This is an optimization exercise on Yosys and OpenROAD, whose aim is small area, a short achievable clock period and few clock cycles per item, not a production implementation. In this exercise RTL edits were held to simulation tests only and were not proved equivalent to the original. Power is estimated from default activity; no workload was simulated.

## ysyx_mulunit
module ysyx_mulunit (
    input          clk,
    input          rst_n,
    input          mul_valid,
    input  [63:0]  alu_src1,
    input  [63:0]  alu_src2,
    input  [3:0]   mul_expand_signed,
    output [129:0] mul_res,
    output         sh_fnsh_flag
);
For scale: roughly 3,200 cells after synthesis, ~28,000 um^2 of cells after synthesis.
Settings: LEC_CHECK=0, CAP_MARGIN=20, CORE_MARGIN=2, CORE_UTILIZATION=50, SETUP_SLACK_MARGIN=4.7, SLEW_MARGIN=20, SYNTH_HIERARCHICAL=1; clock period 8.0 ns.
standard.sh (not shown) runs the stock make flow with config.mk's settings and CLKGATE_MAP_FILE= SYNTH_SCRIPT=/design/flow/synth_recipe.tcl, a recipe that flattens the netlist after the stock synthesis.
==> flow/flow/run.sh <==
#!/bin/bash
# Layout flow: the standard layout (standard.sh, which also runs the
# standard synthesis) with these settings changed:
#  - the port buffers start as buf_2 instead of the buffer the resizer picks;
#  - sizing may swap a cell for one of another footprint;
#  - clock tree synthesis inserts no dummy loads.
# make's output goes to make.log; each step's tool output is in orfs/logs/.
set -euo pipefail
bash standard.sh MATCH_CELL_FOOTPRINT=0 \
    "BUFFER_PORTS_ARGS=-buffer_cell sky130_fd_sc_hd__buf_2" \
    "CTS_ARGS=-sink_clustering_enable -repair_clock_nets -dont_use_dummy_load" \
    finish > make.log 2>&1
The first run completed with no timing, DRC or antenna violations.
Testbench counts at the start, summed over its fixed seeds: cycles 34,590, muls 4,800.
Next try:
Settings changed: SETUP_SLACK_MARGIN 4.7 to 4.5.
What happened:
- sequential cell count is unchanged
- via count came out lower by about 2%
- routed wire length came out lower by 6.6%
- register-to-register slack gets worse by 0.10 ns
- final cell count came out lower by about 0.55%
- power came out lower by 4.6%
- worst setup slack gets worse by 0.10 ns
- die area stays the same

Starting RTL as in the previous note.
export LEC_CHECK = 0
export CAP_MARGIN = 20
export CORE_MARGIN = 2
export CORE_UTILIZATION = 50
export SETUP_SLACK_MARGIN = 4.5
export SLEW_MARGIN = 20
export SYNTH_HIERARCHICAL = 1
export TNS_END_PERCENT = 30
create_clock -name core_clock -period 8.0 [get_ports {clk}]
Scripts as last shown in full above: flow/flow/run.sh
Testbench counts at the start, summed over its fixed seeds: cycles 34,590, muls 4,800.
Next try:
Settings changed: PLACE_DENSITY set to 0.7, TNS_END_PERCENT 30 to not set.
=> Routed wire length increases by 5.7%; non-clock buffer count increases by 8; total power came out higher by 1.2%; area after synthesis does not change; global-route usage goes up by 2.2 points; core utilization hardly moves; critical path depth came out higher by 7; worst hold slack gains 38 ps; final area barely changes.

## job 7893
ysyx_mulunit again, from the RTL that the note above started with.
Settings: LEC_CHECK=0, CAP_MARGIN=20, CORE_MARGIN=2, CORE_UTILIZATION=50, SETUP_SLACK_MARGIN=4.5, SLEW_MARGIN=20, SYNTH_HIERARCHICAL=1, TNS_END_PERCENT=10; clock period 8.0 ns.
Scripts as last shown in full above: flow/flow/run.sh
Job 7893 went all the way through synthesis, placement and routing and the layout is clean on timing, DRC and antenna.
Testbench counts of job 7893, summed over its fixed seeds: cycles 34,590, muls 4,800.
The following lists how job 8070 was set up differently from job 7893:
- GPL_ROUTABILITY_DRIVEN now 0, previously not set
- TNS_END_PERCENT no longer set, was 10
Diff job 7893..job 8070 | register share of the cell area | negligible. Where achievable frequency is concerned, job 7893 is outperformed by job 8070. Cell count along the critical path: job 8070 and job 7893 compared, lower one is job 7893. Job 7893 went all the way through synthesis, placement and routing and the layout is clean on timing, DRC and antenna. Job 8070: all stages complete, timing, DRC and antenna checks passed. Biggest cell delay along the critical path, job 8070 and job 7893: higher on job 7893.
Input changes introduced in job 5994 (baseline for comparison: job 8070):
- swapping 4.5 for 4.6 in SETUP_SLACK_MARGIN
- clearing GPL_ROUTABILITY_DRIVEN, which used to be 0
## What came out
- Of job 5994 and job 8070, the run reporting the lower worst setup slack was job 8070.
- Compared with job 8070, job 5994 shows leakage power figure that has gone up slightly.
- Between job 8070 and job 5994, the clock-pin slew on the worst setup and hold paths does not differ in any meaningful way.

-- separate check: timing with driven ports --
How much do the figures lean on ideal ports? The routed layouts below were timed once more, with nothing changed but the port constraints.
Step 1 sets driving cells, clkbuf_16 on the clock port and buf_2 on the other inputs (assumed; they add their load-dependent delay and slew).
Step 2 times the ports against the registers' clock, not the clock port: input delays grow and output delays shrink by t, the midpoint of the rising clock arrivals with the driver on.
Slacks: ideal ports / drivers / drivers and shift; pairs: ideal ports / drivers.
run	t, ns	setup slack, ns	latest minus earliest clock arrival (ns)	slew at the worst register clock pin (ns)	pins driven straight from the clock port
the first run of note 1	0.611	4.677 / 4.677 / 4.180	0.053 / 0.053	0.06 / 0.06	1
the second run of note 1	0.611	4.572 / 4.572 / 4.038	0.063 / 0.063	0.06 / 0.06	1
the first run of note 2	0.612	4.569 / 4.569 / 4.050	0.060 / 0.060	0.06 / 0.06	1
the second run of note 2	0.611	4.525 / 4.525 / 3.988	0.028 / 0.028	0.06 / 0.06	1
job 7893	0.609	4.430 / 4.430 / 4.005	0.060 / 0.060	0.06 / 0.06	1
job 8070	0.627	4.516 / 4.516 / 3.995	0.047 / 0.047	0.06 / 0.06	1
job 5994	0.610	4.580 / 4.597 / 4.007	0.045 / 0.046	0.06 / 0.06	1
After both steps setup and hold are still met in every run listed. The setup slack of job 5994, which loses most, moves by +0.017 ns with the drivers and by -0.573 ns with both steps.
